This design comes from an exercise in tuning for small area on the open sky130 flow, not from production work.
In this exercise RTL edits were held to simulation tests only and were not proved equivalent to the original.
Power figures rest on the tool's default switching activity, not on a simulated workload.

[flow/config.mk]
export PLATFORM = sky130hd
export DESIGN_NAME = ALU
export DESIGN_NICKNAME = ALU
export VERILOG_FILES = /design/flow/design.v
export SDC_FILE = /design/flow/constraint.sdc
export NUM_CORES = 4
export LEC_CHECK = 0
export ABC_AREA = 1
export CAP_MARGIN = 5
export CORE_MARGIN = 2
export CORE_UTILIZATION = 30
export CTS_BUF_LIST = sky130_fd_sc_hd__clkbuf_8
export SLEW_MARGIN = 5
export BUFFER_PORTS_ARGS = -buffer_cell sky130_fd_sc_hd__buf_1
export RECOVER_POWER = 100
[flow/constraint.sdc]
create_clock -name core_clock -period 15.0 [get_ports {i_CLK}]
set_input_delay 3.0000 -clock core_clock [delete_from_list [all_inputs] [get_ports {i_CLK}]]
set_output_delay 3.0000 -clock core_clock [all_outputs]
set_load 0.01 [all_outputs]
[flow/design.v]
package UART_PACKAGE; 
    parameter DATA_WIDTH = 8;
    parameter ADDRESS_WIDTH = 4;
    parameter ALU_FUN_WIDTH = 4;
    typedef enum logic [3:0] {
        OP_ADD     = 4'b0000,   
        OP_SUB     = 4'b0001,   
        OP_MUL     = 4'b0010,   
        OP_DIV     = 4'b0011,   
        OP_AND     = 4'b0100,   
        OP_OR      = 4'b0101,   
        OP_NAND    = 4'b0110,   
        OP_NOR     = 4'b0111,   
        OP_XOR     = 4'b1000,   
        OP_XNOR    = 4'b1001,   
        OP_CMP_EQ  = 4'b1010,   
        OP_CMP_GT  = 4'b1011,   
        OP_SHR     = 4'b1100,   
        OP_SHL     = 4'b1101,   
        OP_NOP     = 4'b1110,   
        OP_INVALID = 4'b1111    
    } opcode_t;
endpackage : UART_PACKAGE 
module ALU (
    input i_CLK,
    input i_RSTn,
    input [3:0] i_ALU_FUN,
    input [7:0] i_A,
    input [7:0] i_B,
    input i_Enable,
    output logic [15:0] o_ALU_OUT,
    output logic o_CF,    
    output logic o_OF,    
    output logic o_EF,    
    output logic o_ZF,    
    output logic o_OUT_VALID
);
    wire [7:0] a = i_A;
    wire [7:0] b = i_B;
    wire [3:0] op = i_ALU_FUN;
    wire eq = (a == b);
    logic [15:0] prod;
    logic [7:0]  macc;       
    logic [8:0]  mt;
    logic [8:0]  mc;
    always_comb begin
        prod[0] = a[0] & b[0];
        macc = {1'b0, a[7:1] & {7{b[0]}}};
        for (int j = 1; j < 8; j++) begin
            mc[0] = 1'b0;
            for (int i = 0; i < 8; i++) begin
                mt[i]   = macc[i] ^ (a[i] & b[j]) ^ mc[i];
                mc[i+1] = (macc[i] & (a[i] & b[j])) | (mc[i] & (macc[i] ^ (a[i] & b[j])));
            end
            mt[8] = mc[8];
            prod[j] = mt[0];
            macc = mt[8:1];
        end
        prod[15:8] = macc;
    end
    wire [7:0] quo;
    wire [7:0] rm [1:8];
    assign rm[8] = 8'd0;
    genvar k;
    generate for (k = 7; k >= 1; k--) begin : st
        localparam int W = 8 - k;
        wire [W-1:0] r;
        if (W == 1) begin : w1
            assign r = a[k];
        end else begin : wn
            assign r = {rm[k+1][W-2:0], a[k]};
        end
        wire [W:0] d = {1'b0, r} - {1'b0, b[W-1:0]};
        wire bhz = (b[7:W] == 0);
        assign quo[k] = bhz & ~d[W];
        wire [W-1:0] rn = quo[k] ? d[W-1:0] : r;
        assign rm[k] = {{(8-W){1'b0}}, rn};
    end endgenerate
    wire       isdiv = (op == 4'd3);
    wire [7:0] lx  = isdiv ? {rm[1][6:0], a[0]} : a;
    wire [7:0] ly  = b ^ {8{op[0]}};
    logic [3:0] tt;
    always_comb begin
        case (op)
            4'd4:    tt = 4'b1000;    
            4'd5:    tt = 4'b1110;    
            4'd6:    tt = 4'b0111;    
            4'd7:    tt = 4'b0001;    
            4'd8:    tt = 4'b0110;    
            4'd9:    tt = 4'b1001;    
            4'd0:    tt = 4'b0110;    
            default: tt = 4'b1001;    
        endcase
    end
    wire arith = (op[3:2] == 2'd0);
    logic [8:0] ac;
    logic [7:0] sum;
    always_comb begin
        ac[0] = op[0];
        for (int i = 0; i < 8; i++) begin
            sum[i]  = tt[{lx[i], b[i]}] ^ (ac[i] & arith);
            ac[i+1] = (lx[i] & ly[i]) | (ac[i] & (lx[i] ^ ly[i]));
        end
    end
    wire       co  = ac[8];           
    assign quo[0] = co;
    wire [7:0] rem = co ? sum : lx;
    wire bz = (b == 8'd0);
    wire add_of = (a[7] == ly[7]) & (sum[7] != a[7]);
    logic [15:0] res;
    logic cf, of, zf, ef;
    always_comb begin
        res = '0; cf = 1'b0; of = 1'b0; zf = 1'b0; ef = eq;
        case (op)
            4'd0, 4'd1: begin
                res[7:0] = sum;
                cf = co ^ op[0];
                of = add_of;
                zf = (sum == 8'd0);
            end
            4'd2: begin
                res = prod;
                of = (prod[15:8] != 8'd0);
                zf = (a == 8'd0) | (b == 8'd0);
            end
            4'd3: begin
                res = {rem | {8{bz}}, quo};
                cf = bz;
                zf = (quo == 8'd0);
            end
            4'd4, 4'd5, 4'd6, 4'd7, 4'd8, 4'd9: begin
                res[7:0] = sum;
                zf = (sum == 8'd0);
            end
            4'd10: res[0] = eq;
            4'd11: res[0] = co & ~eq;
            4'd12: begin
                res[7:0] = {1'b0, a[7:1]};
                cf = a[0];
                zf = (a[7:1] == 7'd0);
            end
            4'd13: begin
                res[7:0] = {a[6:0], 1'b0};
                cf = a[7];
                of = a[7] ^ a[6];
                zf = (a[6:0] == 7'd0);
            end
            default: ef = 1'b0;
        endcase
    end
    always_ff @(posedge i_CLK, negedge i_RSTn) begin
        if (!i_RSTn) begin
            o_ALU_OUT   <= '0;
            o_CF        <= 1'b0;
            o_OF        <= 1'b0;
            o_ZF        <= 1'b0;
            o_EF        <= 1'b0;
            o_OUT_VALID <= 1'b0;
        end else if (i_Enable) begin
            o_ALU_OUT   <= res;
            o_CF        <= cf;
            o_OF        <= of;
            o_ZF        <= zf;
            o_EF        <= ef;
            o_OUT_VALID <= ~(op[3] & op[2] & op[1]);
        end else begin
            o_OUT_VALID <= 1'b0;
        end
    end
endmodule
[flow/flow/run.sh]
#!/bin/bash
# Standard ORFS layout, with two changes:
#  * after the standard synthesis, the combinational logic between the
#    registers is re-mapped by ABC with an area-oriented
#    script (deepsyn, then amap); registers and their names are untouched;
#    an output port's bits are then wired straight to their registers
#    (fixports.py) instead of through an alias that needs a buffer;
#  * ports are buffered with buf_1 instead of the default buffer cell;
#  * after global routing, non-critical gates are downsized (RECOVER_POWER).
set -euo pipefail
W=$(pwd)
R=$W/orfs/results/$FLOW_PLATFORM/ALU/base
YOSYS=$FLOW_HOME/../tools/install/yosys/bin/yosys
[ -x "$YOSYS" ] || YOSYS=yosys

echo "export BUFFER_PORTS_ARGS = -buffer_cell sky130_fd_sc_hd__buf_1" >> config.mk
echo "export RECOVER_POWER = 100" >> config.mk

bash standard.sh synth > synth_standard.log 2>&1
cp $R/1_2_yosys.v $W/synth_standard.v
cp $R/1_synth.sdc $W/synth_standard.sdc 2>/dev/null || true

LIB=$FLOW_HOME/platforms/$FLOW_PLATFORM/lib/sky130_fd_sc_hd__tt_025C_1v80.lib \
IN=$W/synth_standard.v OUT=$W/synth_remap.v SCRIPT=$W/flow/remap.abc \
  $YOSYS -c $W/flow/remap.tcl > remap.log 2>&1

python3 $W/flow/fixports.py $W/synth_remap.v $R/1_2_yosys.v > fixports.log 2>&1
rm -f $R/1_synth.odb $R/1_synth.sdc
bash standard.sh synth > synth_odb.log 2>&1
bash standard.sh > flow.log 2>&1
[flow/flow/fixports.py]
"""Replace 'assign port = {w1, w2, ...};' aliases in a flat Verilog netlist by
using the port bits directly, so that no buffer is needed between a register
and its output port. Usage: fixports.py in.v out.v"""
import re, sys
src = open(sys.argv[1]).read()
ports = {}
for m in re.finditer(r'^\s*(input|output)\s+(\[(\d+):(\d+)\]\s+)?(\w+)\s*;', src, re.M):
    ports[m.group(5)] = (m.group(1), int(m.group(3)) if m.group(3) else None, int(m.group(4)) if m.group(4) else None)
subst = {}
def drop(m):
    lhs, rhs = m.group(1).strip(), m.group(2).strip()
    if lhs not in ports or ports[lhs][0] != 'output':
        return m.group(0)
    _, msb, lsb = ports[lhs]
    if rhs.startswith('{'):
        parts = [p.strip() for p in rhs[1:-1].split(',')]
    else:
        parts = [rhs]
    width = 1 if msb is None else msb - lsb + 1
    if len(parts) != width or not all(re.fullmatch(r'[A-Za-z_]\w*', p) for p in parts):
        return m.group(0)
    for k, p in enumerate(parts):
        bit = (msb - k) if msb is not None else None
        if p in ports or p in subst:
            return m.group(0)
        subst[p] = lhs if bit is None else f'{lhs}[{bit}]'
    return ''
out = re.sub(r'^\s*assign\s+(\w+)\s*=\s*([^;]+);\s*$\n', drop, src, flags=re.M)
for w in subst:
    out = re.sub(r'^\s*wire\s+' + re.escape(w) + r'\s*;\s*$\n', '', out, flags=re.M)
if subst:
    pat = re.compile(r'(?<![\w\\$.])(' + '|'.join(map(re.escape, sorted(subst, key=len, reverse=True))) + r')(?![\w\[])')
    out = pat.sub(lambda m: subst[m.group(1)], out)
open(sys.argv[2], 'w').write(out)
print(f'fixports: {len(subst)} port bits connected directly')
[flow/flow/remap.abc]
strash
&get -n
&deepsyn -T 60
&put
dch -f
amap
[flow/flow/remap.tcl]
# Re-map the combinational logic of the standard synthesis netlist with ABC.
yosys -import
set lib $::env(LIB)
read_liberty -ignore_miss_func -overwrite $lib
read_verilog $::env(IN)
hierarchy -top ALU
# cells kept as they are: registers, adders, tie cells
foreach c {dfrtp_1 dfrtp_2 dfrtp_4 dfxtp_1 dfxtp_2 dfxtp_4 conb_1} {
  catch { setattr -mod -set keep_hierarchy 1 sky130_fd_sc_hd__$c }
}
flatten
foreach c {dfrtp_1 dfrtp_2 dfrtp_4 dfxtp_1 dfxtp_2 dfxtp_4 conb_1} {
  catch { blackbox sky130_fd_sc_hd__$c }
}
select ALU
opt -purge
set dont_use {}
foreach c {probe_p_8 probec_p_8 lpflow_bleeder_1 lpflow_clkbufkapwr_1 lpflow_clkbufkapwr_16
  lpflow_clkbufkapwr_2 lpflow_clkbufkapwr_4 lpflow_clkbufkapwr_8 lpflow_clkinvkapwr_1
  lpflow_clkinvkapwr_16 lpflow_clkinvkapwr_2 lpflow_clkinvkapwr_4 lpflow_clkinvkapwr_8
  lpflow_decapkapwr_12 lpflow_decapkapwr_3 lpflow_decapkapwr_4 lpflow_decapkapwr_6
  lpflow_decapkapwr_8 lpflow_inputiso0n_1 lpflow_inputiso0p_1 lpflow_inputiso1n_1
  lpflow_inputiso1p_1 lpflow_inputisolatch_1 lpflow_isobufsrc_1 lpflow_isobufsrc_16
  lpflow_isobufsrc_2 lpflow_isobufsrc_4 lpflow_isobufsrc_8 lpflow_isobufsrckapwr_16
  lpflow_lsbuf_lh_hl_isowell_tap_1 lpflow_lsbuf_lh_hl_isowell_tap_2
  lpflow_lsbuf_lh_hl_isowell_tap_4 lpflow_lsbuf_lh_isowell_4 lpflow_lsbuf_lh_isowell_tap_1
  lpflow_lsbuf_lh_isowell_tap_2 lpflow_lsbuf_lh_isowell_tap_4} {
  lappend dont_use -dont_use sky130_fd_sc_hd__$c
}
abc -script $::env(SCRIPT) -liberty $lib {*}$dont_use
splitnets
opt_clean -purge
hilomap -singleton -hicell sky130_fd_sc_hd__conb_1 HI -locell sky130_fd_sc_hd__conb_1 LO
opt_clean -purge
yosys rename -hide w:*.*
yosys rename -enumerate -pattern rm_%_


read_liberty -lib -overwrite $lib
select ALU
tee -o $::env(OUT).stat stat -liberty $lib
check -assert -mapped
write_verilog -noattr -noexpr -nohex -nodec -selected $::env(OUT)
[flow/standard.sh]
#!/bin/bash
# synth_recipe.tcl (not shown) runs the flow's synth.tcl, then flattens the netlist and writes it again
# the make line also repeats each setting of config.mk as NAME=value (left out here)
make -C /OpenROAD-flow-scripts/flow DESIGN_CONFIG=/design/flow/config.mk WORK_HOME=/design/flow/orfs CLKGATE_MAP_FILE= SYNTH_SCRIPT=/design/flow/synth_recipe.tcl "${@:-finish}"
==> results of run 1 <==
critical path, delay by kind of cell:
family          cells  cell delay (ns)
compound gates     32             6.03
buf+inv             7             0.98
simple gates       30             3.93
cell type report:
class / instances / share of cell area (%)
tap: 176 / 4.82
clock buffer: 3 / 0.904
inverter: 56 / 4.68
multi-input combinational: 653 / 71.1
timing repair buffer: 64 / 6.85
sequential: 21 / 11.5
clock inverter: 1 / 0.110
timing repair:
item | 4_1_cts | 5_1_grt
buffers inserted | 0 | 3
gates resized for setup | 0 | 14
endpoints found under the setup margin | 0 | 16
cell usage in the layout (no fill, tap or decap), drive strengths merged, types with 3 or more instances in the layout:
cell type  count
nor2         157
nand2        139
o21ai        106
a21oi         75
buf           61
clkinv        55
o22ai         33
o21a          30
dfrtp         21
nor3          18
a31oi         16
o32a           9
nand3          9
a211oi         8
o211ai         8
clkbuf         6
or2            5
nor2b          5
o2111ai        5
nor4           4
o221ai         4
a22oi          4
a2111oi        3
power groups by stage:
stage,Sequential [mW],Clock [mW],Combinational (mW)
6_report,0.0672,0.0406,0.357
5_1_grt,0.0680,0.0424,0.412
3_3_place_gp,0.0681,0,0.344
3_5_place_dp,0.0684,0,0.349
2_1_floorplan,0.0712,0,0.271
4_1_cts,0.0672,0.0413,0.350
sequential cells by signal (all words and copies together), names as in the netlist:
register	cells
o_OF	1
o_ALU_OUT	16
o_EF	1
o_CF	1
o_ZF	1
o_OUT_VALID	1
routing by layer:
metal  up-vias  track usage, %
li1       2795               -
met1      2362            27.4
met2       252            35.3
met3        50            2.01
met4         0            7.51
met5         -               0
worst max path at each step:
stage,end,slack (ns)
detailed placement,o_ALU_OUT[8]$_DFFE_PN0P_,0.02
global placement,o_ALU_OUT[14]$_DFFE_PN0P_,0.28
CTS,o_ALU_OUT[8]$_DFFE_PN0P_,0.25
finish,o_OF$_DFFE_PN0P_,1.20
global route,o_OF$_DFFE_PN0P_,-0.08
floorplan,o_ALU_OUT[10]$_DFFE_PN0P_,1.96
through the flow:
step	utilization, %	total power, mW	area [µm²]
2_1_floorplan	-	0.342	3970
3_3_place_gp	34.3	0.413	4490
3_5_place_dp	34.3	0.417	4490
4_1_cts	34.7	0.459	4530
5_1_grt	34.9	0.522	4570
6_report	34.9	0.465	4570
==> notes.md, run 1 <==
run status=no timing/DRC/antenna violations; Clk network pwr share=8.7%; antenna diode count=0; DIE AREA=0.0142 mm²; Die Width=119 µm; CTS H-Tree Depth=1; Nets=822; GPL Wtd Cong=0.965; CP Max Fanout=7; number of design rule violations left after detail routing=0; maximum clock frequency=0.0725 GHz; sink of the worst hold path=o_ALU_OUT[0]$_DFFE_PN0P_; clock tree from TritonCTS=done; sequential share of power=14.5%; proportion of total power due to net switching=55.9%; category of the critical setup timing path=in2reg; Top cell by count, worst path=nor2_1; kind of start point of the critical path=primary input; detail-routed net length per standard cell=15.5 µm; routed length on met2=6.85 mm; time the final worst path needs with I/O delays and setup=13.80 ns; instance count along the most critical hold path=1; setup slack of the critical path after layout=1.20 ns; number of hold-slack violations in the final timing report=0; design internal power=0.205 mW; die outline height=119 µm; effective utilization at floorplan=30.3%; highest layer used for signal routing=met4; final slew viol count=0; Port Buf Inserts=43; storage element area=526 µm²; measured slew at the worst slew-check pin=1.21 ns; number of buffers created by CTS=3; number of maximum-capacitance constraint violations=0; standard-cell row count=42; synth warn=1; number of nets with antenna violations after detailed routing=0; syn nets=753; final HPWL from detailed placement=11.6 mm; data required time of the critical path=15.14 ns; synthesized netlist cell count=730; worst reg-to-reg setup slack=14.23 ns; signed area change from the synthesized netlist to the final layout=15.1%; maximum vdd ir drop=0.0000478 V; layout cell share with drive strength beyond 1=3.63%; Final Setup Violations=0; total core area=0.0131 mm²; launching element of the worst setup path=i_B[7]; delay of the slowest critical-path stage=0.40 ns; final hold slack=0.485 ns; average size of a mapped cell=5.44 µm²; mapped cell area=0.00397 mm²; worst setup skew after layout=0 ns; clock tree sinks=21; clock insertion delay at the later pin of the skew report=0.27 ns; DRC marker count from the first detailed-route iteration=652; maximum number of pins on one net before global-route repair=26; Max transition margin=19.0%; launching point of the worst reg2reg path=o_ALU_OUT[1]$_DFFE_PN0P_; Leak=1.65 nW; via count of the routed design=5459; fin cells=974; Longest Clk Path Bufs=2; met1 WL=6.57 mm; total iterations of the first detailed-routing run=6; CP Capture Type=flop; fillcell total=1487; relative contribution of combinational cells to total power=76.8%; combined area of the multi-input logic cells=0.00325 mm²; startpoint of the most critical hold path=o_ALU_OUT[0]$_DFFE_PN0P_; destination of the worst register-to-register timing path=o_ALU_OUT[1]$_DFFE_PN0P_; ratio of total power to cell area=102 mW/mm²; Tot GR Track Use=20.8%; pre-CTS worst setup slack=0.0172 ns; overflow left after global routing=0; Crit path arrival time=13.94 ns; final period utilization=92.0%; clock-pin slew of the registers on the worst-case setup and hold paths=0.09 ns; Cells after DPL=967; cell with the biggest individual delay on the critical path=o21ai_1; path class of the lowest-slack min-delay path=reg2reg; clock tree root driver cell=clkbuf_8; via count of the first global-routing pass=4888; Routed WL=15.1 mm; Reg2Reg Depth=2; Via-to-Cell Ratio=5.60; WL met3=1.15 mm; first-pass GRT wire length=24.4 mm; Switch Pwr=0.260 mW; CTS hold repair buffers=0; Fin Setup TNS=0 ns; initial antenna violation count=0; I/O pin cnt=44
==> run 2, diff against run 1 <==
==> flow/flow/run.sh (replaced) <==
#!/bin/bash
# Standard ORFS layout, with these changes:
#  * after the standard synthesis, fapol.py keeps the multiplier's full and
#    half adder cells (choosing each full adder's polarity so that no
#    inverters sit between adder cells) and turns the other adder cells back
#    into logic; the combinational logic between the registers and the kept
#    adder cells is then re-mapped by ABC with an area-oriented
#    script (deepsyn, then amap); registers and their names are untouched;
#    an output port's bits are then wired straight to their registers
#    (fixports.py) instead of through an alias that needs a buffer;
#  * ports are buffered with buf_1 instead of the default buffer cell.
set -euo pipefail
W=$(pwd)
R=$W/orfs/results/$FLOW_PLATFORM/ALU/base
YOSYS=$FLOW_HOME/../tools/install/yosys/bin/yosys
[ -x "$YOSYS" ] || YOSYS=yosys

echo "export BUFFER_PORTS_ARGS = -buffer_cell sky130_fd_sc_hd__buf_1" >> config.mk

bash standard.sh synth > synth_standard.log 2>&1
cp $R/1_2_yosys.v $W/synth_standard.v
cp $R/1_synth.sdc $W/synth_standard.sdc 2>/dev/null || true

python3 $W/flow/fapol.py $W/synth_standard.v $W/synth_fapol.v > fapol.log 2>&1

LIB=$FLOW_HOME/platforms/$FLOW_PLATFORM/lib/sky130_fd_sc_hd__tt_025C_1v80.lib \
IN=$W/synth_fapol.v SOFT=$W/flow/soft.v OUT=$W/synth_remap.v SCRIPT=$W/flow/remap.abc \
  $YOSYS -c $W/flow/remap.tcl > remap.log 2>&1

python3 $W/flow/fixports.py $W/synth_remap.v $R/1_2_yosys.v > fixports.log 2>&1
rm -f $R/1_synth.odb $R/1_synth.sdc
bash standard.sh synth > synth_odb.log 2>&1
bash standard.sh > flow.log 2>&1
==> flow/flow/fapol.py (new file) <==
"""Choose which full/half adder cells of the standard synthesis netlist stay
adder cells, and in which polarity.

Adder cells that form the multiplier array (every input comes from another
kept adder cell or from a 2-input gate of two primary inputs, through
inverters or buffers only) stay sky130 adder cells; all other adder cells are
renamed to fa_soft / ha_soft (plain logic, re-mapped by ABC). A full adder is
self-dual, FA(~a,~b,~c) = ~FA(a,b,c), so a kept full adder may be used with
all its pins inverted; a local search picks the polarities that leave the
fewest inverters between adder cells. Inverting a cell is written as inverter
cells on its five pins, which ABC then merges with the logic around it.

Usage: fapol.py in.v out.v"""
import re, sys

src = open(sys.argv[1]).read()
cell_re = re.compile(r'(sky130_fd_sc_hd__\w+)\s+(\\\S+\s|\S+)\s*\((.*?)\);', re.S)
pin_re = re.compile(r'\.(\w+)\(([^()]*)\)')
OUTS = {'X', 'Y', 'Q', 'Q_N', 'SUM', 'COUT', 'HI', 'LO'}

cells = []
for m in cell_re.finditer(src):
    typ, name, body = m.group(1), m.group(2), m.group(3)
    pins = {k: v.strip() for k, v in pin_re.findall(body)}
    cells.append({'type': typ[17:], 'name': name, 'pins': pins, 'span': m.span()})

drv = {}
for i, c in enumerate(cells):
    for p, n in c['pins'].items():
        if p in OUTS:
            drv[n] = (i, p)

def is_inv(t): return re.match(r'(clk)?inv(lp)?_\d+$', t) is not None
def is_buf(t): return re.match(r'(clk)?buf_\d+$', t) is not None
def is_adder(t): return t.startswith('fa_') or t.startswith('ha_')
PI_RE = re.compile(r'^(i_A|i_B)\[\d+\]$')

def trace(n):
    par = 0
    seen = 0
    while n in drv and seen < 50:
        i, p = drv[n]
        t = cells[i]['type']
        if is_inv(t):
            par ^= 1; n = cells[i]['pins']['A']
        elif is_buf(t):
            n = cells[i]['pins']['A']
        else:
            return n, i, par
        seen += 1
    return n, None, par

def is_pp_gate(i):
    c = cells[i]
    if not re.match(r'(nand2|and2|nor2|or2)_\d+$', c['type']):
        return False
    ins = [v for k, v in c['pins'].items() if k not in OUTS]
    return len(ins) == 2 and all(trace(v)[1] is None and PI_RE.match(trace(v)[0]) for v in ins)

IN_PINS = {'fa': ['A', 'B', 'CIN'], 'ha': ['A', 'B']}
def kind(t): return t[:2]

def is_pi_adder(i):
    c = cells[i]
    return is_adder(c['type']) and all(
        trace(c['pins'][p])[1] is None and PI_RE.match(trace(c['pins'][p])[0])
        for p in IN_PINS[kind(c['type'])])

kept = {i for i, c in enumerate(cells) if is_adder(c['type']) and not is_pi_adder(i)}
changed = True
while changed:
    changed = False
    for i in sorted(kept):
        c = cells[i]
        ok = True
        for p in IN_PINS[kind(c['type'])]:
            n, j, par = trace(c['pins'][p])
            if j is None or not (j in kept or is_pp_gate(j) or is_pi_adder(j)):
                ok = False
                break
        if not ok:
            kept.discard(i)
            changed = True

# edges between kept adder cells: (src, dst, parity)
edges = []
for i in kept:
    c = cells[i]
    for p in IN_PINS[kind(c['type'])]:
        n, j, par = trace(c['pins'][p])
        if j in kept:
            edges.append((j, i, par))
fas = [i for i in kept if kind(cells[i]['type']) == 'fa']
adj = {i: [] for i in kept}
for e in edges:
    adj[e[0]].append(e)
    adj[e[1]].append(e)

def cost(f):
    return sum((par ^ f[u] ^ f[v]) for u, v, par in edges)

def search(f):
    improved = True
    while improved:
        improved = False
        for i in fas:
            before = sum((par ^ f[u] ^ f[v]) for u, v, par in adj[i])
            f[i] ^= 1
            after = sum((par ^ f[u] ^ f[v]) for u, v, par in adj[i])
            if after < before:
                improved = True
            else:
                f[i] ^= 1
    return f

best = None
for start in (0, 1):
    f = {i: 0 for i in kept}
    for i in fas:
        f[i] = start
    f = search(f)
    if best is None or cost(f) < cost(best):
        best = f
f = best
print(f'fapol: {len(kept)} of {sum(1 for c in cells if is_adder(c["type"]))} adder cells kept, '
      f'{sum(f[i] for i in fas)} inverted; inverted edges {cost({i: 0 for i in kept})} -> {cost(f)}')

# rewrite
out = []
new_wires = []
last = 0
k = 0
for i, c in enumerate(cells):
    a, b = c['span']
    out.append(src[last:a])
    last = b
    t = c['type']
    if is_adder(t) and i not in kept:
        out.append(src[a:b].replace('sky130_fd_sc_hd__' + t, kind(t) + '_soft', 1))
    elif i in kept and f[i]:
        pins = dict(c['pins'])
        extra = []
        for p in IN_PINS['fa']:
            w = f'fpi_{k}_'; k += 1
            new_wires.append(w)
            extra.append(f'  sky130_fd_sc_hd__inv_1 {w}c (.A({pins[p]}), .Y({w}));')
            pins[p] = w
        for p in ('SUM', 'COUT'):
            if p in pins and pins[p]:
                w = f'fpo_{k}_'; k += 1
                new_wires.append(w)
                extra.append(f'  sky130_fd_sc_hd__inv_1 {w}c (.A({w}), .Y({pins[p]}));')
                pins[p] = w
        body = ', '.join(f'.{p}({v})' for p, v in pins.items())
        out.append(f'sky130_fd_sc_hd__{t} {c["name"]} ({body});\n' + '\n'.join(extra))
    else:
        out.append(src[a:b])
out.append(src[last:])
text = ''.join(out)
decl = ''.join(f'  wire {w};\n' for w in new_wires)
text = re.sub(r'(module\s+\w+\s*\([^;]*\);\n)', lambda m: m.group(1) + decl, text, count=1)
open(sys.argv[2], 'w').write(text)
--- a/flow/flow/remap.tcl
+++ b/flow/flow/remap.tcl
@@ -2,17 +2,19 @@
 yosys -import
 set lib $::env(LIB)
 read_liberty -ignore_miss_func -overwrite $lib
+read_verilog $::env(SOFT)
 read_verilog $::env(IN)
 hierarchy -top ALU
 # cells kept as they are: registers, adders, tie cells
-foreach c {dfrtp_1 dfrtp_2 dfrtp_4 dfxtp_1 dfxtp_2 dfxtp_4 conb_1} {
+foreach c {fa_1 fa_2 fa_4 ha_1 ha_2 ha_4 dfrtp_1 dfrtp_2 dfrtp_4 dfxtp_1 dfxtp_2 dfxtp_4 conb_1} {
   catch { setattr -mod -set keep_hierarchy 1 sky130_fd_sc_hd__$c }
 }
 flatten
-foreach c {dfrtp_1 dfrtp_2 dfrtp_4 dfxtp_1 dfxtp_2 dfxtp_4 conb_1} {
+foreach c {fa_1 fa_2 fa_4 ha_1 ha_2 ha_4 dfrtp_1 dfrtp_2 dfrtp_4 dfxtp_1 dfxtp_2 dfxtp_4 conb_1} {
   catch { blackbox sky130_fd_sc_hd__$c }
 }
 select ALU
+techmap
 opt -purge
 set dont_use {}
 foreach c {probe_p_8 probec_p_8 lpflow_bleeder_1 lpflow_clkbufkapwr_1 lpflow_clkbufkapwr_16
==> flow/flow/soft.v (new file) <==
// Adder cells that fapol.py turns back into plain logic.
module fa_soft (input A, input B, input CIN, output COUT, output SUM);
  assign SUM = A ^ B ^ CIN;
  assign COUT = (A & B) | (CIN & (A ^ B));
endmodule
module ha_soft (input A, input B, output COUT, output SUM);
  assign SUM = A ^ B;
  assign COUT = A & B;
endmodule
--- a/flow/config.mk
+++ b/flow/config.mk
@@ -6,10 +6,10 @@
 export NUM_CORES = 4
 export LEC_CHECK = 0
 export ABC_AREA = 1
-export CAP_MARGIN = 5
+export CAP_MARGIN = 20
 export CORE_MARGIN = 2
 export CORE_UTILIZATION = 30
 export CTS_BUF_LIST = sky130_fd_sc_hd__clkbuf_8
-export SLEW_MARGIN = 5
+export GPL_TIMING_DRIVEN = 0
+export SLEW_MARGIN = 20
 export BUFFER_PORTS_ARGS = -buffer_cell sky130_fd_sc_hd__buf_1
-export RECOVER_POWER = 100
==> notes.md, run 2 <==
I/O pin cnt=44 (unchanged); clock insertion delay at the later pin of the skew report=0.25 ns (-0.02 ns); fillcell total=1387 (-6.7%); Max transition margin=27.8% (+8.8 points); worst setup skew after layout=0 ns (unchanged); CP Max Fanout=10 (+3); effective utilization at floorplan=30.6% (+0.28 points); measured slew at the worst slew-check pin=1.07 ns (-0.143 ns); run status=no timing/DRC/antenna violations; clock tree from TritonCTS=done; Die Width=118 µm (-1.3%); fin cells=767 (-21%); max reg flops=16 (unchanged); time the final worst path needs with I/O delays and setup=13.84 ns (+0.0437 ns); Longest Clk Path Bufs=2 (unchanged); number of nets with antenna violations after detailed routing=0 (unchanged); Cells after DPL=760 (-21%); Tot GR Track Use=18.5% (-2.3 points); combined area of the multi-input logic cells=0.00325 mm² (unchanged); CTS hold repair buffers=0 (unchanged); number of buffers created by CTS=3 (unchanged); launching point of the worst reg2reg path=o_EF$_DFFE_PN0P_; register name with the most flops=o_ALU_OUT; antenna diode count=0 (unchanged); Clk network pwr share=7.5% (-1.2 points); category of the critical setup timing path=in2reg; syn nets=624 (-17%); Routed WL=13.0 mm (-14%); mapped cell area=0.00386 mm² (-2.7%); CTS H-Tree Depth=1 (unchanged); startpoint of the most critical hold path=o_ALU_OUT[2]$_DFFE_PN0P_; sequential share of power=14.3% (-0.2 points); total placed instance area=0.00424 mm² (-5.5%); maximum number of pins on one net before global-route repair=25 (-3.8%); via count of the routed design=4263 (-22%); Port Buf Inserts=43 (unchanged); Final Setup Violations=0 (unchanged); via count of the first global-routing pass=4037 (-17%); signed area change from the synthesized netlist to the final layout=14.1%; highest-count cells in the layout ignoring fill and taps=nor2_1 (160), fa_1 (48), nand2_1 (48); data required time of the critical path=15.20 ns (+0.06 ns); ratio of total power to cell area=109 mW/mm² (+7.6%); maximum clock frequency=0.0722 GHz (-0.32%); proportion of total power due to net switching=47.2% (-8.7 points); total iterations of the first detailed-routing run=5 (-1); Via-to-Cell Ratio=5.56 (-0.83%); Nets=675 (-18%); design internal power=0.255 mW (+24%); final slew viol count=0 (unchanged); clock tree sinks=21 (unchanged); Top cell by count, worst path=nor2_1; initial antenna violation count=0 (unchanged); number of design rule violations left after detail routing=0 (unchanged); synthesized netlist cell count=545 (-25%); cell with the biggest individual delay on the critical path=or3_1; standard-cell row count=41 (-2.4%); first-pass GRT wire length=21.2 mm (-13%); fin area=0.00441 mm² (-3.5%); CP Capture Type=flop; Switch Pwr=0.228 mW (-12%); DIE AREA=0.0138 mm² (-2.6%); Crit path buffers/inverters=7 (unchanged); detail-routed net length per standard cell=16.9 µm (+9.0%); number of maximum-capacitance constraint violations=0 (unchanged); layout cell share with drive strength beyond 1=5.88% (+2.2 points); clock tree root driver cell=clkbuf_8; path class of the lowest-slack min-delay path=reg2reg; top cell family by delay on the critical path=compound AO/OA/AOI/OAI gates; Crit path arrival time=14.04 ns (+0.10 ns); relative contribution of combinational cells to total power=78.2% (+1.4 points); average size of a mapped cell=7.09 µm² (+30%); final HPWL from detailed placement=10.4 mm (-10%); storage element area=526 µm² (unchanged); total core area=0.0126 mm² (-3.6%); unrepaired setup endpoints after global routing=no; overflow left after global routing=0 (unchanged); GPL Wtd Cong=0.954 (-1.1%); die outline height=118 µm (-1.3%); Leak=1.69 nW (+2.8%); maximum vdd ir drop=0.0000434 V (-9.1%); clock-pin slew of the registers on the worst-case setup and hold paths=0.08 ns (about the same); kind of start point of the critical path=primary input; launching element of the worst setup path=i_B[6]; most common library cell in the layout ignoring fill and taps=nor2_1; number of hold-slack violations in the final timing report=0 (unchanged); synth warn=1 (unchanged); final period utilization=92.3% (+0.29 points); total power after layout=0.483 mW (+3.9%); DRC marker count from the first detailed-route iteration=447 (-31%); delay of the slowest critical-path stage=0.38 ns (-0.02 ns)
[run 2: worst paths after layout]
path	endpoint	slack (ns)	cells after the start
worst min-delay path	o_ALU_OUT[2]$_DFFE_PN0P_	0.50	1
worst min register to register	o_ALU_OUT[2]$_DFFE_PN0P_	0.50	1
max in group asynchronous	o_ALU_OUT[2]$_DFFE_PN0P_	11.96	1
worst max register to register	o_EF$_DFFE_PN0P_	14.29	1
worst max-delay path	o_ALU_OUT[14]$_DFFE_PN0P_	1.16	72
min in group asynchronous	o_ALU_OUT[11]$_DFFE_PN0P_	2.70	1
[run 2: cell type report]
cell class / instances / area share, %
tap: 172 / 4.88
sequential: 21 / 11.9
clock buffer: 3 / 0.936
timing repair buffer: 46 / 4.28
multi-input combinational: 480 / 73.7
clock inverter: 1 / 0.170
inverter: 44 / 4.14
[run 2: per-stage QoR]
step	hold WS [ns]	util, %	setup WS [ns]	TNS, ns
floorplan	0.516	-	2.12	0
CTS	0.505	34.1	0.0958	0
finish	0.496	35.0	1.16	0
global route	0.515	35.0	0.0506	0
global placement	0.466	33.6	-0.663	-4.66
detailed placement	0.484	33.6	-0.932	-7.70
[run 2: routing by layer]
layer,up-vias,part of all wire [%],track usage (%)
met1,2075,47,26.5
met5,-,0,0
li1,2039,-,-
met4,0,1.3,3.92
met2,134,47,30.5
met3,15,4.7,1.60
[run 2: power by group through the flow]
stage | logic, mW | registers [mW] | clock network, mW
finish | 0.377 | 0.0692 | 0.0362
global route | 0.435 | 0.0706 | 0.0409
CTS | 0.381 | 0.0694 | 0.0378
detailed placement | 0.380 | 0.0705 | 0
global placement | 0.356 | 0.0702 | 0
floorplan | 0.273 | 0.0740 | 0
[run 2: what timing repair did]
item | CTS | global route
endpoints found under the setup margin | 12 | 16
resized for setup | 7 | 27
hold endpoints to repair | 0 | 0
buffers inserted | 0 | 3
pin swaps | 0 | 0
==> run 3, diff against run 2 <==
--- a/flow/config.mk
+++ b/flow/config.mk
@@ -11,5 +11,6 @@
 export CORE_UTILIZATION = 30
 export CTS_BUF_LIST = sky130_fd_sc_hd__clkbuf_8
 export GPL_TIMING_DRIVEN = 0
+export SETUP_SLACK_MARGIN = -0.5
 export SLEW_MARGIN = 20
 export BUFFER_PORTS_ARGS = -buffer_cell sky130_fd_sc_hd__buf_1
==> notes.md, run 3 <==
Routed WL=13.1 mm (+1.1%); clock insertion delay at the later pin of the skew report=0.25 ns (about the same); clock-pin slew of the registers on the worst-case setup and hold paths=0.08 ns (about the same); cell with the biggest individual delay on the critical path=a31oi_1; launching point of the worst reg2reg path=o_EF$_DFFE_PN0P_; average size of a mapped cell=7.09 µm² (unchanged); startpoint of the most critical hold path=o_ALU_OUT[2]$_DFFE_PN0P_; highest-count cells in the layout ignoring fill and taps=nor2_1 (162), fa_1 (48), nand2_1 (48); layout cell share with drive strength beyond 1=5.63% (-0.25 points); sink of the worst hold path=o_ALU_OUT[2]$_DFFE_PN0P_; worst setup skew after layout=0 ns (unchanged); die outline height=118 µm (unchanged); ratio of total power to cell area=108 mW/mm² (-0.92%); via count of the routed design=4339 (+1.8%); highest layer used for signal routing=met4; I/O pin cnt=44 (unchanged); number of maximum-capacitance constraint violations=0 (unchanged); Cells after DPL=760 (unchanged); data required time of the critical path=15.20 ns (about the same); final hold slack=0.496 ns (+0.0000630 ns); mapped cell area=0.00386 mm² (unchanged); time the final worst path needs with I/O delays and setup=14.26 ns (+0.417 ns); syn nets=624 (unchanged); combined area of the multi-input logic cells=0.00320 mm² (-1.5%); effective utilization at floorplan=30.6% (unchanged); register name with the most flops=o_ALU_OUT; measured slew at the worst slew-check pin=1.08 ns (+0.00571 ns); maximum clock frequency=0.0701 GHz (-2.9%); number of design rule violations left after detail routing=0 (unchanged); max reg flops=16 (unchanged); Reg2Reg Depth=1 (unchanged); first-pass GRT wire length=21.2 mm (about the same); delay of the slowest critical-path stage=0.35 ns (-0.03 ns); Max transition margin=27.4% (-0.38 points); Fin Setup TNS=0 ns (unchanged); signed area change from the synthesized netlist to the final layout=14.8%; number of hold-slack violations in the final timing report=0 (unchanged); total core area=0.0126 mm² (unchanged); Longest Clk Path Bufs=2 (unchanged); clock tree sinks=21 (unchanged); overflow left after global routing=0 (unchanged); clock tree root driver cell=clkbuf_8; instance count along the most critical hold path=1 (unchanged); launching element of the worst setup path=i_B[6]; initial antenna violation count=0 (unchanged); Tot GR Track Use=18.5% (-0.021 points); DRC marker count from the first detailed-route iteration=418 (-6.5%); DIE AREA=0.0138 mm² (unchanged); Crit path arrival time=14.46 ns (+0.42 ns); worst reg-to-reg setup slack=14.29 ns (about the same); maximum vdd ir drop=0.0000434 V (about the same); final period utilization=95.1% (+2.8 points); destination of the worst register-to-register timing path=o_EF$_DFFE_PN0P_; Final Setup Violations=0 (unchanged); Die Width=118 µm (unchanged); antenna diode count=0 (unchanged); met1 WL=6.06 mm (-0.15%); run status=no timing/DRC/antenna violations; maximum number of pins on one net before global-route repair=25 (unchanged); Port Buf Inserts=43 (unchanged); CP Capture Type=flop; CP Max Fanout=10 (unchanged); CTS H-Tree Depth=1 (unchanged); detail-routed net length per standard cell=16.9 µm (-0.10%); synth warn=1 (unchanged); GPL Wtd Cong=0.954 (unchanged); total power after layout=0.481 mW (-0.33%); Leak=1.71 nW (+0.94%); clock tree from TritonCTS=done; Nets=684 (+1.3%); number of buffers created by CTS=3 (unchanged); CTS hold repair buffers=0 (unchanged); total iterations of the first detailed-routing run=5 (unchanged); number of nets with antenna violations after detailed routing=0 (unchanged); fin cells=776 (+1.2%); path class of the lowest-slack min-delay path=reg2reg; via count of the first global-routing pass=4043 (+0.15%); fillcell total=1388 (+0.072%); storage element area=526 µm² (unchanged); final slew viol count=0 (unchanged); final HPWL from detailed placement=10.4 mm (unchanged); routed length on met2=6.20 mm (+1.5%); most common library cell in the layout ignoring fill and taps=nor2_1; standard-cell row count=41 (unchanged); kind of start point of the critical path=primary input; WL met3=628 µm (+4.0%); category of the critical setup timing path=in2reg; synthesized netlist cell count=545 (unchanged); Via-to-Cell Ratio=5.59 (+0.60%); Top cell by count, worst path=nor2_1
run 3: worst max-delay path by stage:
stage / endpoint / cells after the start
floorplan: o_OF$_DFFE_PN0P_ / 26
global placement: o_ALU_OUT[10]$_DFFE_PN0P_ / 69
detailed placement: o_ALU_OUT[10]$_DFFE_PN0P_ / 69
CTS: o_ALU_OUT[10]$_DFFE_PN0P_ / 69
global route: o_ALU_OUT[10]$_DFFE_PN0P_ / 74
finish: o_ALU_OUT[10]$_DFFE_PN0P_ / 74
run 3: report_power, final:
group | leakage, nW | internal, mW | switching (mW) | total, mW
Sequential | 0.257 | 0.0648 | 0.00447 | 0.0692
Clock | 0.0217 | 0.0187 | 0.0176 | 0.0363
Combinational | 1.43 | 0.171 | 0.205 | 0.376
Total | 1.71 | 0.254 | 0.227 | 0.481
run 3: cell type report:
class                           count  area share (%)
Sequential cell                    21            11.8
Timing Repair Buffer               55            5.78
Clock buffer                        3           0.930
Multi-Input combinational cell    480            72.2
Tap cell                          172            4.85
Clock inverter                      1           0.169
Inverter                           44            4.26
run 3: per-layer routing:
metal  track usage (%)  vias to the layer above
li1                  -                     2053
met1              26.4                     2113
met2              30.6                      155
met3              1.65                       18
met4              3.92                        0
met5                 0                        -
run 3: metrics by stage:
stage / setup WS [ns] / utilization (%) / instance area [µm²]
after detailed placement: -0.932 / 33.6 / 4240
after floorplan: 2.12 / - / 3860
after CTS: -0.498 / 34.0 / 4290
after global routing: -0.556 / 35.2 / 4440
final: 0.740 / 35.2 / 4440
after global placement: -0.663 / 33.6 / 4240
run 3: worst max-delay path, delay by kind of cell:
| family | cells | cell delay (ns) |
|---|---|---|
| AND/OR/NAND/NOR | 33 | 4.71 |
| buffers and inverters | 7 | 0.96 |
| AO/OA/AOI/OAI | 34 | 5.80 |
run 3: repair_timing:
action,CTS,global route
pin swaps,0,0
setup endpoints to repair,7,15
hold endpoints to repair,0,0
setup buffers,0,12
gates cloned,0,0
gates resized for setup,1,19
==> run 4, diff against run 3 <==
--- a/flow/config.mk
+++ b/flow/config.mk
@@ -10,7 +10,8 @@
 export CORE_MARGIN = 2
 export CORE_UTILIZATION = 30
 export CTS_BUF_LIST = sky130_fd_sc_hd__clkbuf_8
+export CTS_CLUSTER_DIAMETER = 200
+export CTS_CLUSTER_SIZE = 30
 export GPL_TIMING_DRIVEN = 0
-export SETUP_SLACK_MARGIN = -0.5
 export SLEW_MARGIN = 20
 export BUFFER_PORTS_ARGS = -buffer_cell sky130_fd_sc_hd__buf_1
==> notes.md, run 4 <==
time the final worst path needs with I/O delays and setup=13.84 ns (-0.417 ns); Final Setup Violations=0 (unchanged); Worst path depth=72 (-2.7%); path class of the lowest-slack min-delay path=reg2reg; overflow left after global routing=0 (unchanged); syn nets=624 (unchanged); clock insertion delay at the later pin of the skew report=0.25 ns (about the same); Leak=1.69 nW (-0.93%); Top cell by count, worst path=nor2_1; maximum vdd ir drop=0.0000434 V (about the same); Max transition margin=27.8% (+0.38 points); category of the critical setup timing path=in2reg; fillcell total=1387 (-0.072%); Port Buf Inserts=43 (unchanged); synthesized netlist cell count=545 (unchanged); CP Capture Type=flop; initial antenna violation count=0 (unchanged); CTS hold repair buffers=0 (unchanged); ratio of total power to cell area=109 mW/mm² (+0.93%); number of design rule violations left after detail routing=0 (unchanged); average size of a mapped cell=7.09 µm² (unchanged); via count of the routed design=4263 (-1.8%); maximum clock frequency=0.0722 GHz (+3.0%); Crit path arrival time=14.04 ns (-0.42 ns); number of buffers created by CTS=3 (unchanged); final slew viol count=0 (unchanged); DIE AREA=0.0138 mm² (unchanged); Crit path buffers/inverters=7 (unchanged); signed area change from the synthesized netlist to the final layout=14.1%; most common library cell in the layout ignoring fill and taps=nor2_1; number of nets with antenna violations after detailed routing=0 (unchanged); setup slack of the critical path after layout=1.16 ns (+0.417 ns); max reg flops=16 (unchanged); CTS H-Tree Depth=1 (unchanged); clock tree root driver cell=clkbuf_8; clock-pin slew of the registers on the worst-case setup and hold paths=0.08 ns (about the same); die outline height=118 µm (unchanged); Longest Clk Path Bufs=2 (unchanged); highest-count cells in the layout ignoring fill and taps=nor2_1 (160), fa_1 (48), nand2_1 (48); pre-CTS worst setup slack=-0.932 ns (unchanged); antenna diode count=0 (unchanged); number of maximum-capacitance constraint violations=0 (unchanged); register name with the most flops=o_ALU_OUT; top cell family by delay on the critical path=compound AO/OA/AOI/OAI gates; Tot GR Track Use=18.5% (+0.021 points); measured slew at the worst slew-check pin=1.07 ns (-0.00571 ns); number of hold-slack violations in the final timing report=0 (unchanged); Nets=675 (-1.3%); total core area=0.0126 mm² (unchanged); DRC marker count from the first detailed-route iteration=447 (+6.9%); clock tree from TritonCTS=done; GPL Wtd Cong=0.954 (unchanged); layout cell share with drive strength beyond 1=5.88% (+0.25 points); first-pass GRT wire length=21.2 mm (about the same); final period utilization=92.3% (-2.8 points); run status=no timing/DRC/antenna violations; I/O pin cnt=44 (unchanged); delay of the slowest critical-path stage=0.38 ns (+0.03 ns); effective utilization at floorplan=30.6% (unchanged); Reg2Reg Depth=1 (unchanged); via count of the first global-routing pass=4037 (-0.15%); CP Max Fanout=10 (unchanged); final HPWL from detailed placement=10.4 mm (unchanged); Die Width=118 µm (unchanged); maximum number of pins on one net before global-route repair=25 (unchanged); synth warn=1 (unchanged); unrepaired setup endpoints after global routing=no; Via-to-Cell Ratio=5.56 (-0.60%); detail-routed net length per standard cell=16.9 µm (+0.10%); instance count along the most critical hold path=1 (unchanged); Routed WL=13.0 mm (-1.1%); worst setup skew after layout=0 ns (unchanged); clock tree sinks=21 (unchanged); kind of start point of the critical path=primary input; mapped cell area=0.00386 mm² (unchanged); standard-cell row count=41 (unchanged); cell with the biggest individual delay on the critical path=or3_1; data required time of the critical path=15.20 ns (about the same); final hold slack=0.496 ns (-0.0000630 ns); total iterations of the first detailed-routing run=5 (unchanged)
[run 4: path summary, 6_finish.rpt]
path                                           from                         to  slack [ns]
max in group asynchronous                    i_RSTn   o_ALU_OUT[2]$_DFFE_PN0P_       11.96
setup / recovery                             i_B[6]  o_ALU_OUT[14]$_DFFE_PN0P_        1.16
hold reg to reg            o_ALU_OUT[2]$_DFFE_PN0P_   o_ALU_OUT[2]$_DFFE_PN0P_        0.50
setup reg to reg                   o_EF$_DFFE_PN0P_           o_EF$_DFFE_PN0P_       14.29
hold / removal             o_ALU_OUT[2]$_DFFE_PN0P_   o_ALU_OUT[2]$_DFFE_PN0P_        0.50
min in group asynchronous                    i_RSTn  o_ALU_OUT[11]$_DFFE_PN0P_        2.70
[run 4: area by class of cell]
cell class              instances  area [µm²]  area share (%)
clock inverters                 1        7.51           0.170
multi-input cells             480        3250            73.7
well taps                     172         215            4.88
clock buffers                   3        41.3           0.936
repair buffers                 46         189            4.28
flip-flops and latches         21         526            11.9
inverters                      44         183            4.14
[run 4: routing by layer]
layer	routed length [µm]	GRT usage (%)	vias up
met1	6070	26.5	2075
li1	-	-	2039
met4	174	3.92	0
met3	604	1.60	15
met2	6110	30.5	134
met5	0	0	-
[run 4: stage by stage]
stage / cells / TNS (ns) / utilization (%) / power [mW] / instance area (µm²)
2_1_floorplan: 545 / 0 / - / 0.347 / 3860
3_3_place_gp: 760 / -4.66 / 33.6 / 0.426 / 4240
3_5_place_dp: 760 / -7.70 / 33.6 / 0.450 / 4240
4_1_cts: 764 / 0 / 34.1 / 0.488 / 4300
5_1_grt: 767 / 0 / 35.0 / 0.546 / 4410
6_report: 767 / 0 / 35.0 / 0.483 / 4410
[run 4: repair_timing]
| item | CTS | global route |
|---|---|---|
| setup endpoints to repair | 12 | 16 |
| resized for setup | 7 | 27 |
| setup buffers | 0 | 3 |
[run 4: where the power goes]
| part | internal, mW | switching (mW) |
|---|---|---|
| Sequential | 0.0648 | 0.00447 |
| Clock | 0.0187 | 0.0175 |
| Combinational | 0.171 | 0.206 |
| Total | 0.255 | 0.228 |
==> run 5, diff against run 4 <==
--- a/flow/flow/run.sh
+++ b/flow/flow/run.sh
@@ -5,7 +5,7 @@
 #    inverters sit between adder cells) and turns the other adder cells back
 #    into logic; the combinational logic between the registers and the kept
 #    adder cells is then re-mapped by ABC with an area-oriented
-#    script (deepsyn, then amap); registers and their names are untouched;
+#    script (deepsyn twice, then amap); registers and their names are untouched;
 #    an output port's bits are then wired straight to their registers
 #    (fixports.py) instead of through an alias that needs a buffer;
 #  * ports are buffered with buf_1 instead of the default buffer cell.
==> flow/flow/remap.abc (replaced) <==
strash
&get -n
&deepsyn -T 40
&put
strash
dc2
&get -n
&deepsyn -T 40 -S 3
&put
dch -f
amap
--- a/flow/config.mk
+++ b/flow/config.mk
@@ -10,8 +10,6 @@
 export CORE_MARGIN = 2
 export CORE_UTILIZATION = 30
 export CTS_BUF_LIST = sky130_fd_sc_hd__clkbuf_8
-export CTS_CLUSTER_DIAMETER = 200
-export CTS_CLUSTER_SIZE = 30
 export GPL_TIMING_DRIVEN = 0
 export SLEW_MARGIN = 20
 export BUFFER_PORTS_ARGS = -buffer_cell sky130_fd_sc_hd__buf_1
==> notes.md, run 5 <==
overflow left after global routing=0 (unchanged); measured slew at the worst slew-check pin=0.906 ns (-0.166 ns); Crit path arrival time=14.01 ns (-0.03 ns); capture point of the worst path=o_ALU_OUT[8]$_DFFE_PN0P_; GPL Wtd Cong=0.962 (+0.85%); number of nets with antenna violations after detailed routing=0 (unchanged); total core area=0.0125 mm² (-0.81%); highest-count cells in the layout ignoring fill and taps=nor2_1 (154), fa_1 (48), nand2_1 (44); detail-routed net length per standard cell=17.2 µm (+1.8%); destination of the worst register-to-register timing path=o_ALU_OUT[1]$_DFFE_PN0P_; effective utilization at floorplan=30.5% (-0.089 points); fin area=0.00439 mm² (-0.57%); setup slack of the critical path after layout=1.13 ns (-0.0312 ns); fin cells=754 (-1.7%); cell with the biggest individual delay on the critical path=o21ai_0; Leak=1.68 nW (-0.83%); Final Setup Violations=0 (unchanged); launching point of the worst reg2reg path=o_ALU_OUT[1]$_DFFE_PN0P_; clock insertion delay at the later pin of the skew report=0.25 ns (about the same); syn nets=602 (-3.5%); data required time of the critical path=15.14 ns (-0.06 ns); synthesized netlist cell count=523 (-4.0%); clock-pin slew of the registers on the worst-case setup and hold paths=0.08 ns (about the same); Routed WL=13.0 mm (about the same); I/O pin cnt=44 (unchanged); run status=no timing/DRC/antenna violations; Via-to-Cell Ratio=5.65 (+1.7%); number of buffers created by CTS=3 (unchanged); clock tree sinks=21 (unchanged); Die Width=117 µm (-0.54%); layout cell share with drive strength beyond 1=5.67% (-0.21 points); final HPWL from detailed placement=10.1 mm (-2.9%); CP Max Fanout=8 (-2); DIE AREA=0.0137 mm² (-1.1%); Longest Clk Path Bufs=2 (unchanged); via count of the routed design=4261 (-0.047%); final hold slack=0.485 ns (-0.0111 ns); total placed instance area=0.00421 mm² (-0.71%); fillcell total=1363 (-1.7%); Cells after DPL=739 (-2.8%); worst reg-to-reg setup slack=14.26 ns (-0.03 ns); instance count along the most critical hold path=1 (unchanged); number of design rule violations left after detail routing=0 (unchanged); DRC marker count from the first detailed-route iteration=395 (-12%); mapped cell area=0.00382 mm² (-1.1%); register name with the most flops=o_ALU_OUT; CTS H-Tree Depth=1 (unchanged); path class of the lowest-slack min-delay path=reg2reg; CP Capture Type=flop; most common library cell in the layout ignoring fill and taps=nor2_1; total iterations of the first detailed-routing run=5 (unchanged); delay of the slowest critical-path stage=0.40 ns (+0.02 ns); synth warn=1 (unchanged); Port Buf Inserts=43 (unchanged); maximum vdd ir drop=0.0000631 V (+45%); clock tree root driver cell=clkbuf_8; pre-CTS worst setup slack=-0.266 ns (+0.666 ns); maximum number of pins on one net before global-route repair=28 (+12%); Tot GR Track Use=18.8% (+0.29 points); die outline height=117 µm (-0.54%); signed area change from the synthesized netlist to the final layout=14.8%; Fin Setup TNS=0 ns (unchanged); antenna diode count=0 (unchanged); kind of start point of the critical path=primary input; final slew viol count=0 (unchanged); clock tree from TritonCTS=done; standard-cell row count=41 (unchanged); max reg flops=16 (unchanged); number of maximum-capacitance constraint violations=0 (unchanged); via count of the first global-routing pass=3783 (-6.3%); ratio of total power to cell area=109 mW/mm² (-0.69%); number of hold-slack violations in the final timing report=0 (unchanged); Top cell by count, worst path=nor2_1; Nets=662 (-1.9%); CTS hold repair buffers=0 (unchanged); category of the critical setup timing path=in2reg; Max transition margin=39.3% (+12 points); final period utilization=92.5% (+0.21 points); Reg2Reg Depth=2 (+1); initial antenna violation count=0 (unchanged); maximum clock frequency=0.0721 GHz (-0.22%); average size of a mapped cell=7.31 µm² (+3.1%); launching element of the worst setup path=i_B[7]; first-pass GRT wire length=20.0 mm (-5.3%); worst setup skew after layout=0 ns (unchanged); time the final worst path needs with I/O delays and setup=13.87 ns (+0.0312 ns)
-- run 5: metal layers --
metal  up-vias  GRT usage, %  wire [µm]
met3        20          3.09        861
li1       2016             -          -
met1      2057          26.7       5880
met4         0          6.27        377
met2       168          29.2       5860
met5         -             0          0
-- run 5: worst min path at each step --
stage / from / end
after floorplan: o_ALU_OUT[2]$_DFFE_PN0P_ / o_ALU_OUT[2]$_DFFE_PN0P_
after global placement: o_ALU_OUT[2]$_DFFE_PN0P_ / o_ALU_OUT[2]$_DFFE_PN0P_
after detailed placement: o_ALU_OUT[2]$_DFFE_PN0P_ / o_ALU_OUT[2]$_DFFE_PN0P_
after CTS: o_ALU_OUT[2]$_DFFE_PN0P_ / o_ALU_OUT[2]$_DFFE_PN0P_
after global routing: o_ALU_OUT[2]$_DFFE_PN0P_ / o_ALU_OUT[2]$_DFFE_PN0P_
final: o_ALU_OUT[2]$_DFFE_PN0P_ / o_ALU_OUT[2]$_DFFE_PN0P_
-- run 5: final cells by class --
| cell class | count | area [µm²] | area share [%] |
|---|---|---|---|
| Tap cell | 172 | 215 | 4.91 |
| Timing Repair Buffer | 55 | 255 | 5.82 |
| Sequential cell | 21 | 526 | 12.0 |
| Multi-Input combinational cell | 463 | 3180 | 72.5 |
| Inverter | 39 | 166 | 3.79 |
| Clock buffer | 3 | 41.3 | 0.941 |
| Clock inverter | 1 | 3.75 | 0.0856 |
-- run 5: stage by stage --
step | util, % | power [mW]
final | 35.0 | 0.477
after global routing | 35.0 | 0.532
after floorplan | - | 0.351
after global placement | 33.5 | 0.433
after CTS | 34.0 | 0.479
after detailed placement | 33.6 | 0.443
-- run 5: timing repair --
action                                  CTS  global route
gates cloned                              0             0
setup buffers                             0            11
pin swaps                                 0             1
endpoints found under the setup margin    6            15
resized for setup                         2            19
-- run 5: worst max-delay path: cells and delay by family --
kind            cells  cell delay, ns
compound gates     33            6.12
buf+inv             2            0.29
simple gates       34            4.58
-- run 5: where the power goes --
group	total [mW]	internal, mW	switching (mW)
Combinational	0.370	0.166	0.205
Clock	0.0360	0.0182	0.0178
Sequential	0.0704	0.0648	0.00556
Total	0.477	0.249	0.228
==> run 6, diff against run 5 <==
--- a/flow/config.mk
+++ b/flow/config.mk
@@ -8,7 +8,7 @@
 export ABC_AREA = 1
 export CAP_MARGIN = 20
 export CORE_MARGIN = 2
-export CORE_UTILIZATION = 30
+export CORE_UTILIZATION = 45
 export CTS_BUF_LIST = sky130_fd_sc_hd__clkbuf_8
 export GPL_TIMING_DRIVEN = 0
 export SLEW_MARGIN = 20
==> notes.md, run 6 <==
total power after layout=0.475 mW (-0.44%); storage element area=526 µm² (unchanged); number of nets with antenna violations after detailed routing=0 (unchanged); highest-count cells in the layout ignoring fill and taps=nor2_1 (154), fa_1 (48), nand2_1 (44); final HPWL from detailed placement=9.62 mm (-5.2%); number of buffers created by CTS=3 (unchanged); antenna diode count=0 (unchanged); via count of the first global-routing pass=3742 (-1.1%); pre-CTS worst setup slack=-0.162 ns (+0.104 ns); clock insertion delay at the later pin of the skew report=0.26 ns (about the same); proportion of total power due to net switching=47.5% (-0.29 points); signed area change from the synthesized netlist to the final layout=14.4%; instance count along the most critical hold path=1 (unchanged); startpoint of the most critical hold path=o_ALU_OUT[2]$_DFFE_PN0P_; standard-cell row count=33 (-20%); worst reg-to-reg setup slack=14.29 ns (+0.03 ns); final period utilization=91.2% (-1.2 points); Tot GR Track Use=27.5% (+8.7 points); top cell family by delay on the critical path=compound AO/OA/AOI/OAI gates; max reg flops=16 (unchanged); sequential share of power=14.7% (about the same); DRC marker count from the first detailed-route iteration=370 (-6.3%); kind of start point of the critical path=primary input; Clk network pwr share=7.8% (+0.2 points); GPL Wtd Cong=0.964 (+0.16%); Crit path arrival time=13.82 ns (-0.19 ns); clock-pin slew of the registers on the worst-case setup and hold paths=0.08 ns (about the same); first-pass GRT wire length=19.6 mm (-2.3%); Final Setup Violations=0 (unchanged); design internal power=0.249 mW (+0.11%); path class of the lowest-slack min-delay path=reg2reg; relative contribution of combinational cells to total power=77.6% (about the same); fin area=0.00437 mm² (-0.34%); measured slew at the worst slew-check pin=1.08 ns (+0.169 ns); fillcell total=821 (-40%); total placed instance area=0.00412 mm² (-2.1%); average size of a mapped cell=7.31 µm² (unchanged); Cells after DPL=671 (-9.2%); layout cell share with drive strength beyond 1=7.31% (+1.6 points); final core utilization=53.2% (+18 points); overflow left after global routing=0 (unchanged); Die Width=96.2 µm (-18%); syn nets=602 (unchanged); number of design rule violations left after detail routing=0 (unchanged); final slew viol count=0 (unchanged); category of the critical setup timing path=in2reg; sink of the worst hold path=o_ALU_OUT[2]$_DFFE_PN0P_; Routed WL=12.4 mm (-4.1%); Port Buf Inserts=43 (unchanged); maximum clock frequency=0.0731 GHz (+1.4%); time the final worst path needs with I/O delays and setup=13.69 ns (-0.187 ns); Via-to-Cell Ratio=6.13 (+8.4%); I/O pin cnt=44 (unchanged); CP Capture Type=flop; clock tree from TritonCTS=done; Longest Clk Path Bufs=2 (unchanged); initial antenna violation count=0 (unchanged); CP Max Fanout=11 (+3); synth warn=1 (unchanged); Crit path buffers/inverters=3 (+1); worst setup skew after layout=0 ns (unchanged); clock tree sinks=21 (unchanged); fin cells=693 (-8.1%); data required time of the critical path=15.14 ns (about the same); Max transition margin=27.8% (-11 points); delay of the slowest critical-path stage=0.49 ns (+0.09 ns); via count of the routed design=4247 (-0.33%); Fin Setup TNS=0 ns (unchanged); combined area of the multi-input logic cells=0.00320 mm² (+0.63%); number of hold-slack violations in the final timing report=0 (unchanged); final hold slack=0.480 ns (-0.00446 ns); total iterations of the first detailed-routing run=5 (unchanged); total core area=0.00822 mm² (-34%); effective utilization at floorplan=46.5% (+16 points); CTS H-Tree Depth=1 (unchanged); maximum vdd ir drop=0.0000797 V (+26%); Top cell by count, worst path=nor2_1; die outline height=96.2 µm (-18%); synthesized netlist cell count=523 (unchanged); Reg2Reg Depth=2 (unchanged); clock tree root driver cell=clkbuf_8; number of maximum-capacitance constraint violations=0 (unchanged); register name with the most flops=o_ALU_OUT; mapped cell area=0.00382 mm² (unchanged); Switch Pwr=0.226 mW (-1.0%); ratio of total power to cell area=109 mW/mm² (about the same); most common library cell in the layout ignoring fill and taps=nor2_1; Nets=668 (+0.91%); run status=no timing/DRC/antenna violations; setup slack of the critical path after layout=1.31 ns (+0.187 ns); detail-routed net length per standard cell=18.0 µm (+4.4%); destination of the worst register-to-register timing path=o_ALU_OUT[1]$_DFFE_PN0P_; maximum number of pins on one net before global-route repair=28 (unchanged); launching point of the worst reg2reg path=o_ALU_OUT[1]$_DFFE_PN0P_; DIE AREA=0.00925 mm² (-32%); cell with the biggest individual delay on the critical path=buf_1; Leak=1.70 nW (+1.5%)
==> run 6: final cells by class <==
class | instances | area share [%]
multi-input cells | 463 | 73.2
flip-flops and latches | 21 | 12.0
repair buffers | 61 | 6.87
inverters | 39 | 3.86
well taps | 105 | 3.01
clock buffers | 3 | 0.944
clock inverters | 1 | 0.114
==> run 6: worst register-to-register path, cell delays in order, from the launching register on <==
cell     delay, ns
dfrtp_1       0.40
nor2_1        0.11
a41oi_1       0.06
==> run 6: per-layer routing <==
layer / GRT usage (%) / part of all wire [%] / vias to the layer above
met1: 41.1 / 46 / 2009
met2: 42.6 / 43 / 184
met4: 8.81 / 3.3 / 0
met5: 0 / 0 / -
li1: - / - / 2027
met3: 1.49 / 7.5 / 27
==> run 6: repair_timing <==
action | in CTS | in global routing
setup endpoints to repair | 0 | 17
setup buffers | 0 | 18
resized for setup | 0 | 22
hold buffers | 0 | 0
==> run 6: power groups by stage <==
stage / combinational, mW / clock (mW) / sequential (mW)
CTS: 0.368 / 0.0372 / 0.0697
detailed placement: 0.368 / 0 / 0.0708
floorplan: 0.277 / 0 / 0.0741
global route: 0.429 / 0.0404 / 0.0709
global placement: 0.364 / 0 / 0.0708
finish: 0.368 / 0.0368 / 0.0697
==> run 6: how the worst max path moves through the flow <==
stage | cells after the start | to | start
floorplan | 65 | o_ALU_OUT[8]$_DFFE_PN0P_ | i_B[5]
CTS | 63 | o_ALU_OUT[13]$_DFFE_PN0P_ | i_A[7]
global placement | 63 | o_ALU_OUT[13]$_DFFE_PN0P_ | i_A[7]
finish | 64 | o_ALU_OUT[14]$_DFFE_PN0P_ | i_B[1]
global route | 66 | o_ALU_OUT[14]$_DFFE_PN0P_ | i_B[1]
detailed placement | 63 | o_ALU_OUT[13]$_DFFE_PN0P_ | i_A[7]
==> run 7, diff against run 6 <==
--- a/flow/config.mk
+++ b/flow/config.mk
@@ -8,7 +8,7 @@
 export ABC_AREA = 1
 export CAP_MARGIN = 20
 export CORE_MARGIN = 2
-export CORE_UTILIZATION = 45
+export CORE_UTILIZATION = 22
 export CTS_BUF_LIST = sky130_fd_sc_hd__clkbuf_8
 export GPL_TIMING_DRIVEN = 0
 export SLEW_MARGIN = 20
==> notes.md, run 7 <==
routed length on met2=5.73 mm (+5.9%); register name with the most flops=o_ALU_OUT; number of design rule violations left after detail routing=0 (unchanged); most common library cell in the layout ignoring fill and taps=nor2_1; synthesized netlist cell count=523 (unchanged); clock tree sinks=21 (unchanged); worst setup skew after layout=0 ns (unchanged); Final Setup Violations=0 (unchanged); number of maximum-capacitance constraint violations=0 (unchanged); initial antenna violation count=0 (unchanged); maximum number of pins on one net before global-route repair=28 (unchanged); Nets=656 (-1.8%); WL met3=1.05 mm (+12%); final hold slack=0.494 ns (+0.0135 ns); highest-count cells in the layout ignoring fill and taps=nor2_1 (154), fa_1 (48), nand2_1 (44); Via-to-Cell Ratio=5.19 (-15%); via count of the routed design=4158 (-2.1%); delay of the slowest critical-path stage=0.33 ns (-0.16 ns); total placed instance area=0.00428 mm² (+3.8%); storage element area=526 µm² (unchanged); syn nets=602 (unchanged); path class of the lowest-slack min-delay path=reg2reg; maximum clock frequency=0.0728 GHz (-0.34%); antenna diode count=0 (unchanged); CTS H-Tree Depth=1 (unchanged); first-pass GRT wire length=20.5 mm (+4.9%); clock-pin slew of the registers on the worst-case setup and hold paths=0.08 ns (about the same); number of nets with antenna violations after detailed routing=0 (unchanged); time the final worst path needs with I/O delays and setup=13.73 ns (+0.0463 ns); Die Width=136 µm (+41%); number of hold-slack violations in the final timing report=0 (unchanged); Routed WL=12.7 mm (+2.3%); run status=no timing/DRC/antenna violations; synth warn=1 (unchanged); measured slew at the worst slew-check pin=0.920 ns (-0.156 ns); Longest Clk Path Bufs=2 (unchanged); category of the critical setup timing path=in2reg; Top cell by count, worst path=nor2_1; clock insertion delay at the later pin of the skew report=0.25 ns (about the same); ratio of total power to cell area=109 mW/mm² (+0.75%); launching point of the worst reg2reg path=o_ALU_OUT[1]$_DFFE_PN0P_; DIE AREA=0.0184 mm² (+99%); unrepaired setup endpoints after global routing=no; overflow left after global routing=0 (unchanged); mapped cell area=0.00382 mm² (unchanged); combined area of the multi-input logic cells=0.00319 mm² (-0.35%); layout cell share with drive strength beyond 1=4.86% (-2.5 points); I/O pin cnt=44 (unchanged); cell with the biggest individual delay on the critical path=o21ai_0; via count of the first global-routing pass=3838 (+2.6%); final HPWL from detailed placement=10.1 mm (+4.6%); number of buffers created by CTS=3 (unchanged); kind of start point of the critical path=primary input; effective utilization at floorplan=22.3% (-24 points); clock tree from TritonCTS=done; CP Capture Type=flop; CTS hold repair buffers=0 (unchanged); GPL Wtd Cong=0.952 (-1.2%); launching element of the worst setup path=i_B[7]; detail-routed net length per standard cell=15.9 µm (-12%); signed area change from the synthesized netlist to the final layout=15.4%; Max transition margin=38.4% (+11 points); startpoint of the most critical hold path=o_EF$_DFFE_PN0P_; Crit path arrival time=13.93 ns (+0.11 ns); met1 WL=5.72 mm (+0.47%); clock tree root driver cell=clkbuf_8; fillcell total=1937 (+140%); DRC marker count from the first detailed-route iteration=389 (+5.1%); Tot GR Track Use=13.8% (-14 points); die outline height=136 µm (+41%); maximum vdd ir drop=0.0000530 V (-34%); total iterations of the first detailed-routing run=5 (unchanged); Leak=1.65 nW (-2.9%); highest layer used for signal routing=met4; Port Buf Inserts=43 (unchanged); final slew viol count=0 (unchanged); data required time of the critical path=15.20 ns (+0.06 ns); total core area=0.0171 mm² (+110%); max reg flops=16 (unchanged); final period utilization=91.6% (+0.31 points); average size of a mapped cell=7.31 µm² (unchanged); standard-cell row count=48 (+45%); CP Max Fanout=8 (-3); fin area=0.00441 mm² (+0.92%)
run 7: what timing repair did:
item	in CTS	in global routing
setup buffers	0	5
setup endpoints to repair	3	16
gates resized for setup	3	17
run 7: power by group:
group / switching [mW] / internal, mW
clock: 0.0187 / 0.0185
sequential: 0.00568 / 0.0648
combinational: 0.207 / 0.168
total: 0.232 / 0.251
run 7: path summary, 6_finish.rpt:
check | endpoint | cells after the start | slack [ns]
setup / recovery | o_ALU_OUT[12]$_DFFE_PN0P_ | 70 | 1.27
max in group asynchronous | o_CF$_DFFE_PN0P_ | 1 | 11.98
min in group asynchronous | o_ALU_OUT[12]$_DFFE_PN0P_ | 1 | 2.69
hold / removal | o_EF$_DFFE_PN0P_ | 2 | 0.49
hold reg to reg | o_EF$_DFFE_PN0P_ | 2 | 0.49
setup reg to reg | o_ALU_OUT[1]$_DFFE_PN0P_ | 2 | 14.26
run 7: cell type report:
type / instances / area share (%)
Clock buffer: 3 / 0.936
Clock inverter: 1 / 0.113
Inverter: 39 / 3.63
Multi-Input combinational cell: 463 / 72.3
Sequential cell: 21 / 11.9
Tap cell: 225 / 6.38
Timing Repair Buffer: 49 / 4.76
run 7: worst max-delay path: cells and delay by family:
kind	cells	cell delay (ns)
compound gates	35	6.19
simple gates	32	4.24
buf+inv	3	0.48
run 7: routing by layer:
layer	track usage (%)	vias to the layer above
met3	2.57	16
met5	0	-
met2	21.7	164
met4	3.13	0
met1	19.6	1976
li1	-	2002
run 7: metrics by stage:
stage | util, % | instances | TNS, ns | total power [mW] | worst slack, ns
detailed placement | 25.0 | 792 | -1.48 | 0.449 | -0.245
finish | 25.8 | 801 | 0 | 0.483 | 1.27
global placement | 24.9 | 791 | -0.853 | 0.437 | -0.162
floorplan | - | 523 | 0 | 0.351 | 2.74
CTS | 25.3 | 796 | 0 | 0.487 | 0.149
global route | 25.8 | 801 | 0 | 0.541 | 0.00476

Re-timed with assumed drivers on the ports (clkbuf_16 on the clock, buf_2 on other inputs), run 7 has 1.271 ns of setup slack against 1.267 ns with ideal ports, and 0.991 ns once port delays also move by the mid clock arrival of 0.280 ns.
